Context: an optimization exercise on an open-source flow, tuned for small area, a short achievable clock period and few clock cycles per item. The choices shown serve that exercise and are no tape-out recipe.
RTL that was checked went through simulation tests only; none was proved equivalent to the original.
Power is estimated from default activity; no workload was simulated.

## Rsa256Core
module Rsa256Core (
	input          i_clk,
	input          i_rst,
	input          i_start,
	input  [255:0] i_a,  
	input  [255:0] i_d,  
	input  [255:0] i_n,
	output [255:0] o_a_pow_d,  
	output         o_finished
);
localparam int W  = 261;    
localparam int NI = 86;     
localparam int J  = 3;      
localparam int RT = W / 3;  
localparam int CL = 90;     
localparam int NS = 3;      
localparam int SW = W / NS;
localparam logic [2:0] P_PRE  = 3'd0;
localparam logic [2:0] P_FIX  = 3'd1;
localparam logic [2:0] P_ONE  = 3'd2;
localparam logic [2:0] P_ZERO = 3'd3;
localparam logic [2:0] P_SQ   = 3'd4;
localparam logic [2:0] P_MUL  = 3'd5;
localparam logic [2:0] P_FIN  = 3'd6;
localparam logic [2:0] S_IDLE  = 3'd0;
localparam logic [2:0] S_ACT   = 3'd1;  
localparam logic [2:0] S_CONV  = 3'd2;  
localparam logic [2:0] S_WAIT  = 3'd3;  
localparam logic [2:0] S_CLEAN = 3'd4;  
logic [255:0] Nr;        
logic [15:0]  Dr;        
logic [256:0] A;         
logic [W-1:0] M;         
logic [W-1:0] S, C;      
logic [2:0] st;
logic [2:0] pk;          
logic [7:0] cnt;         
  ...
Size: roughly 7600 cells after synthesis, roughly 1400 flip-flops, ~1000 I/O pins, roughly 98000 um^2 of cells after synthesis.
==> flow/config.mk <==
export PLATFORM = sky130hd
export DESIGN_NAME = Rsa256Core
export DESIGN_NICKNAME = Rsa256Core
export VERILOG_FILES = /design/flow/design.v
export SDC_FILE = /design/flow/constraint.sdc
export NUM_CORES = 4
export LEC_CHECK = 0
export ABC_CLOCK_PERIOD_IN_PS = 3500
export CAP_MARGIN = 30
export CORE_MARGIN = 2
export CORE_UTILIZATION = 55
export CTS_CLUSTER_DIAMETER = 100
export CTS_CLUSTER_SIZE = 20
export SETUP_SLACK_MARGIN = 0.6
export SLEW_MARGIN = 20
export SYNTH_HIERARCHICAL = 1
==> flow/constraint.sdc <==
create_clock -name core_clock -period 14.0 [get_ports {i_clk}]
set_input_delay 2.8000 -clock core_clock [delete_from_list [all_inputs] [get_ports {i_clk}]]
set_output_delay 2.8000 -clock core_clock [all_outputs]
set_load 0.01 [all_outputs]
standard.sh (not shown) runs the stock make flow with config.mk's settings and CLKGATE_MAP_FILE= SYNTH_SCRIPT=/design/flow/synth_recipe.tcl, a recipe that flattens the netlist after the stock synthesis.
==> flow/flow/run.sh <==
#!/bin/bash
set -euo pipefail
PRE=${PRE:-8.3}
POST=${POST:-9.6}
BUF="BUFFER_PORTS_ARGS=-buffer_cell sky130_fd_sc_hd__buf_2"
bash standard.sh synth > synth.log 2>&1
bash standard.sh SETUP_SLACK_MARGIN=$PRE "$BUF" place > place.log 2>&1
bash standard.sh SETUP_SLACK_MARGIN=$POST "$BUF" finish > finish.log 2>&1
Rerun with:
--- a/flow/design.v
+++ b/flow/design.v
@@ -10,16 +10,18 @@
 );
 localparam int W  = 261;    
 localparam int NI = 86;     
 localparam int J  = 3;      
 localparam int RT = W / 3;  
 localparam int CL = 90;     
 localparam int NS = 3;      
 localparam int SW = W / NS;
+localparam int NC = 9;      
+localparam int CW = W / NC;
 localparam logic [2:0] P_PRE  = 3'd0;
 localparam logic [2:0] P_FIX  = 3'd1;
 localparam logic [2:0] P_ONE  = 3'd2;
 localparam logic [2:0] P_ZERO = 3'd3;
 localparam logic [2:0] P_SQ   = 3'd4;
 localparam logic [2:0] P_MUL  = 3'd5;
 localparam logic [2:0] P_FIN  = 3'd6;
 localparam logic [2:0] S_IDLE  = 3'd0;
@@ -40,36 +42,39 @@
 logic [8:0] k;           
 logic [7:0] e;           
 logic [7:0] cl;          
 logic       found, dzero, dvalid;
 logic       neg;         
 logic       allq;
 logic       finish;
 logic       mult, one, q1f, q2f;
-logic [7:0] ctl [NS];    
+logic [7:0] ctl [NC];    
 logic [7:0] ctl_n;
 logic       mq, y10, y11, y12, y20, y21, y30;
 logic       cb;          
+logic [3:0] cbr;         
 assign o_finished = finish;
 logic [W-1:0] Nw, Aw, Sg, y1, y2, y2s, y3, y3s, n1, n2, n2s, n3, n3s;
 logic [W-1:0] aS, aCr, aC, bS, bCr, bC, cS, cCr, cC;
 logic [W-1:0] dS, dCr, dC, eS, eCr, eC, fS, fCr, fC;
 logic [NS-1:0] q1s, q2s, q3s;
 logic         q1, q2, q3;
+for (genvar t = 0; t < NC; t++) begin : g_cslice
+	RsaCtlReg u_ctl (.clk(i_clk), .d(ctl_n), .q(ctl[t]));
+end
 for (genvar s = 0; s < NS; s++) begin : g_slice
-	RsaCtlReg u_ctl (.clk(i_clk), .d(ctl_n), .q(ctl[s]));
 	RsaQ u_q (.s(S[2:0]), .c(C[2:0]), .cb(cb), .mq(mq), .y1({y12, y11, y10}), .y2({y21, y20}),
 	          .y3(y30), .n(Nr[2:1]), .q1f(q1f), .q2f(q2f), .q1(q1s[s]), .q2(q2s[s]), .q3(q3s[s]));
 	for (genvar i = s * SW; i < (s + 1) * SW; i++) begin : g_bit
-		assign Sg[i] = S[i] & !ctl[s][7];
-		assign y1[i] = (ctl[s][6] & M[i]) | (ctl[s][5] & Aw[i]) | (i == 0 && one);
-		assign y2[i] = (ctl[s][4] & M[i]) | (ctl[s][3] & Aw[i]);
-		assign y3[i] = (ctl[s][2] & M[i]) | (ctl[s][1] & Aw[i]);
-		assign n1[i] = (q1s[s] & Nw[i]) | (ctl[s][0] & !Nw[i]);
+		assign Sg[i] = S[i] & !ctl[i / CW][7];
+		assign y1[i] = (ctl[i / CW][6] & M[i]) | (ctl[i / CW][5] & Aw[i]) | (i == 0 && one);
+		assign y2[i] = (ctl[i / CW][4] & M[i]) | (ctl[i / CW][3] & Aw[i]);
+		assign y3[i] = (ctl[i / CW][2] & M[i]) | (ctl[i / CW][1] & Aw[i]);
+		assign n1[i] = (q1s[s] & Nw[i]) | (ctl[i / CW][0] & !Nw[i]);
 		assign n2[i] = q2s[s] & Nw[i];
 		assign n3[i] = q3s[s] & Nw[i];
 	end
 end
 assign q1 = q1s[0];
 assign q2 = q2s[0];
 assign q3 = q3s[0];
 always_comb begin
@@ -90,20 +95,21 @@
 	RsaFa fa_a (.a(Sg[i]), .b(C[i]),  .c(y1[i]),  .s(aS[i]), .co(aCr[i]));
 	RsaFa fa_b (.a(aS[i]), .b(aC[i]), .c(y2s[i]), .s(bS[i]), .co(bCr[i]));
 	RsaFa fa_c (.a(bS[i]), .b(bC[i]), .c(y3s[i]), .s(cS[i]), .co(cCr[i]));
 	RsaFa fa_d (.a(cS[i]), .b(cC[i]), .c(n1[i]),  .s(dS[i]), .co(dCr[i]));
 	RsaFa fa_e (.a(dS[i]), .b(dC[i]), .c(n2s[i]), .s(eS[i]), .co(eCr[i]));
 	RsaFa fa_f (.a(eS[i]), .b(eC[i]), .c(n3s[i]), .s(fS[i]), .co(fCr[i]));
 end
 always_ff @(posedge i_clk) begin
-	S  <= {fS[2:0] & {3{!mult}}, fS[W-1:3]};
-	C  <= {fC[2:0] & {3{!mult}}, fC[W-1:3]};
-	cb <= mult & (fS[2] | fS[1] | fC[2] | fC[1]);
+	S   <= {fS[2:0] & {3{!mult}}, fS[W-1:3]};
+	C   <= {fC[2:0] & {3{!mult}}, fC[W-1:3]};
+	cbr <= {fS[2:1], fC[2:1]} & {4{mult}};
 end
+assign cb = |cbr;
 logic [W-1:0] Srot;
 assign Srot = {S[W-1-3*J:0], S[W-1:W-3*J]};
 logic Czero, cap;
 assign Czero = ~|C;
 assign cap   = (st == S_CONV) && (rc == J) && Czero;
 logic [W-1:0] Sout;
 assign Sout = {S[W-4-3*J:0], S[W-1:W-3-3*J]};
 assign o_a_pow_d = Sout[255:0];
Result:
- sequential power rose by about 30%
- flip-flop and latch count rose by 51
- die area rose by 0.65%
- power rose by 130%
- fmax fell by 3.7%
- clock skew rose by 0.011 ns
No functional check of the RTL was part of any run of this note.

---

Another version of the RTL of Rsa256Core (not shown whole).
Size in the first run: about 6900 cells after synthesis, roughly 1400 flip-flops, roughly 1000 I/O pins.
Settings: LEC_CHECK=0, ABC_CLOCK_PERIOD_IN_PS=3500, CAP_MARGIN=30, CORE_MARGIN=2, CORE_UTILIZATION=55, CTS_CLUSTER_DIAMETER=100, CTS_CLUSTER_SIZE=20, SETUP_SLACK_MARGIN=0.6, SLEW_MARGIN=20, SYNTH_HIERARCHICAL=1; clock period 14.0 ns.
Scripts as last shown in full above: flow/flow/run.sh
Rerun with:
--- a/flow/design.v
+++ b/flow/design.v
@@ -6,24 +6,26 @@
 	input  [255:0] i_d,  
 	input  [255:0] i_n,
 	output [255:0] o_a_pow_d,  
 	output         o_finished
 );
 localparam int W  = 261;    
 localparam int NI = 86;     
 localparam int J  = 3;      
 localparam int RT = W / 3;  
 localparam int CL = 90;     
 localparam int NS = 3;      
 localparam int SW = W / NS;
+localparam int NC = 9;      
+localparam int CW = W / NC;
 localparam logic [2:0] P_PRE  = 3'd0;
 localparam logic [2:0] P_FIX  = 3'd1;
 localparam logic [2:0] P_ONE  = 3'd2;
 localparam logic [2:0] P_ZERO = 3'd3;
 localparam logic [2:0] P_SQ   = 3'd4;
 localparam logic [2:0] P_MUL  = 3'd5;
 localparam logic [2:0] P_FIN  = 3'd6;
 localparam logic [2:0] S_IDLE  = 3'd0;
 localparam logic [2:0] S_ACT   = 3'd1;  
 localparam logic [2:0] S_CONV  = 3'd2;  
 localparam logic [2:0] S_WAIT  = 3'd3;  
 localparam logic [2:0] S_CLEAN = 3'd4;  
@@ -36,44 +38,46 @@
 logic [2:0] pk;          
 logic [7:0] cnt;         
 logic [7:0] cnt1;        
 logic [7:0] rc;          
 logic [8:0] k;           
 logic [7:0] e;           
 logic [7:0] cl;          
 logic       found, dzero, dvalid;
 logic       neg;         
 logic       allq;
 logic       finish;
 logic       mult, one, q1f, q2f;
-logic [7:0] ctl [NS];    
+logic [7:0] ctl [NC];    
 logic [7:0] ctl_n;
 logic       mq, y10, y11, y12, y20, y21, y30;
 logic       cb;          
 assign o_finished = finish;
 logic [W-1:0] Nw, Aw, Sg, y1, y2, y2s, y3, y3s, n1, n2, n2s, n3, n3s;
 logic [W-1:0] aS, aCr, aC, bS, bCr, bC, cS, cCr, cC;
 logic [W-1:0] dS, dCr, dC, eS, eCr, eC, fS, fCr, fC;
 logic [NS-1:0] q1s, q2s, q3s;
 logic         q1, q2, q3;
+for (genvar t = 0; t < NC; t++) begin : g_cslice
+	RsaCtlReg u_ctl (.clk(i_clk), .d(ctl_n), .q(ctl[t]));
+end
 for (genvar s = 0; s < NS; s++) begin : g_slice
-	RsaCtlReg u_ctl (.clk(i_clk), .d(ctl_n), .q(ctl[s]));
 	RsaQ u_q (.s(S[2:0]), .c(C[2:0]), .cb(cb), .mq(mq), .y1({y12, y11, y10}), .y2({y21, y20}),
 	          .y3(y30), .n(Nr[2:1]), .q1f(q1f), .q2f(q2f), .q1(q1s[s]), .q2(q2s[s]), .q3(q3s[s]));
 	for (genvar i = s * SW; i < (s + 1) * SW; i++) begin : g_bit
-		assign Sg[i] = S[i] & !ctl[s][7];
-		assign y1[i] = (ctl[s][6] & M[i]) | (ctl[s][5] & Aw[i]) | (i == 0 && one);
-		assign y2[i] = (ctl[s][4] & M[i]) | (ctl[s][3] & Aw[i]);
-		assign y3[i] = (ctl[s][2] & M[i]) | (ctl[s][1] & Aw[i]);
-		assign n1[i] = (q1s[s] & Nw[i]) | (ctl[s][0] & !Nw[i]);
+		assign Sg[i] = S[i] & !ctl[i / CW][7];
+		assign y1[i] = (ctl[i / CW][6] & M[i]) | (ctl[i / CW][5] & Aw[i]) | (i == 0 && one);
+		assign y2[i] = (ctl[i / CW][4] & M[i]) | (ctl[i / CW][3] & Aw[i]);
+		assign y3[i] = (ctl[i / CW][2] & M[i]) | (ctl[i / CW][1] & Aw[i]);
+		assign n1[i] = (q1s[s] & Nw[i]) | (ctl[i / CW][0] & !Nw[i]);
 		assign n2[i] = q2s[s] & Nw[i];
 		assign n3[i] = q3s[s] & Nw[i];
 	end
 end
 assign q1 = q1s[0];
 assign q2 = q2s[0];
 assign q3 = q3s[0];
 always_comb begin
 	Nw  = {{(W-256){1'b0}}, Nr};
 	Aw  = {{(W-257){1'b0}}, A};
 	y2s = {y2[W-2:0], y2[W-1] | cb};
 	y3s = {y3[W-3:0], y3[W-1:W-2]};
@@ -291,30 +295,39 @@
 	output logic [7:0] q
 );
 always_ff @(posedge clk) q <= d;
 endmodule
 module RsaQ (
 	input  [2:0] s, c, y1,
 	input  [1:0] y2,
 	input        y3, cb, mq,
 	input  [2:1] n,
 	input        q1f, q2f,
 	output       q1, q2, q3
 );
-logic [2:0] t1, t2, t3;
-assign t1 = (s & {3{mq}}) + (c & {3{mq}}) + {2'b0, cb} + y1 + {y2, 1'b0} + {y3, 2'b0};
-assign t2 = t1 + ({n, 1'b1} & {3{t1[0]}});
-assign t3 = t2 + ({n[1], 2'b10} & {3{t2[1]}});
-assign q1 = t1[0] | q1f;
-assign q2 = t2[1] | q2f;
-assign q3 = t3[2];
+logic [2:0] sg, cg, z, zh;
+logic       q1m, q2m, q3m, b1, k0lo, k0hi, k1b;
+assign sg   = s & {3{mq}};
+assign cg   = c & {3{mq}};
+assign q1m  = sg[0] ^ cg[0] ^ cb ^ y1[0];
+assign k0hi = (sg[0] & cg[0] & (cb | y1[0])) | (cb & y1[0] & (sg[0] | cg[0]));
+assign k0lo = (sg[0] | cg[0] | cb | y1[0]) & !k0hi;
+assign b1   = q1m & n[1];
+assign q2m  = sg[1] ^ cg[1] ^ y1[1] ^ y2[0] ^ b1 ^ k0lo;
+assign z    = {2'b0, sg[1]} + {2'b0, cg[1]} + {2'b0, y1[1]} + {2'b0, y2[0]} + {2'b0, b1} + {2'b0, k0lo};
+assign zh   = (z + {2'b0, z[0]}) >> 1;
+assign k1b  = zh[0] ^ k0hi;
+assign q3m  = sg[2] ^ cg[2] ^ y1[2] ^ y2[1] ^ y3 ^ (q1m & n[2]) ^ (q2m & n[1]) ^ k1b;
+assign q1   = q1m | q1f;
+assign q2   = q2m | q2f;
+assign q3   = q3m;
 endmodule
 module RsaFa (
 	input  a,
 	input  b,
 	input  c,
 	output s,
 	output co
 );
 assign s  = a ^ b ^ c;
 assign co = (a & b) | (a & c) | (b & c);
 endmodule
Effect:
- routed wire length is about the same
- final area barely changes
- maximum frequency is higher slightly
- count of clock-buffer cells in the layout is higher by 7
- utilization is lower by 0.71 points
- area after synthesis is higher slightly
- via count is higher slightly
- register-to-register slack improves by 0.02 ns
- first-iteration DRC count is higher by roughly a tenth
- synthesized cell count is about the same
Testbench counts after the change, summed over its fixed seeds: cycles 852,482, items 24.
For the first run of this note, only the layout was checked, not whether the RTL still works.

-- what the ideal ports hide --
The flow's constraints put no driver on any port. The routed layouts listed below were extracted and timed again, unchanged, in two steps. Step 1 (the two cells are an assumption about what drives the block):
set clk [get_ports {i_clk}]
set_driving_cell -lib_cell sky130_fd_sc_hd__clkbuf_16 $clk
set_driving_cell -lib_cell sky130_fd_sc_hd__buf_2 [delete_from_list [all_inputs] $clk]
Step 2 also shifts input and output timing later by t, the mid clock arrival at the registers, as if the neighbouring blocks saw the same clock. a / b / c = no drivers / after step 1 / after step 2; a / b = the first two.
run | t (ns) | setup slack, ns | worst hold slack (ns)
the first run of note 1 | 0.860 | 9.594 / 9.494 / 9.004 | 0.456 / 0.456 / 0.456
the second run of note 1 | 0.867 | 9.423 / 9.423 / 9.149 | 0.446 / 0.446 / 0.446
the first run of note 2 | 0.849 | 9.578 / 9.497 / 8.776 | 0.453 / 0.453 / 0.453
the second run of note 2 | 0.845 | 9.595 / 9.509 / 8.683 | 0.445 / 0.445 / 0.445
After both steps setup and hold are still met in every run listed. For the second run of note 2, which loses most, drivers alone change the setup slack by -0.086 ns; drivers and shift together by -0.912 ns.
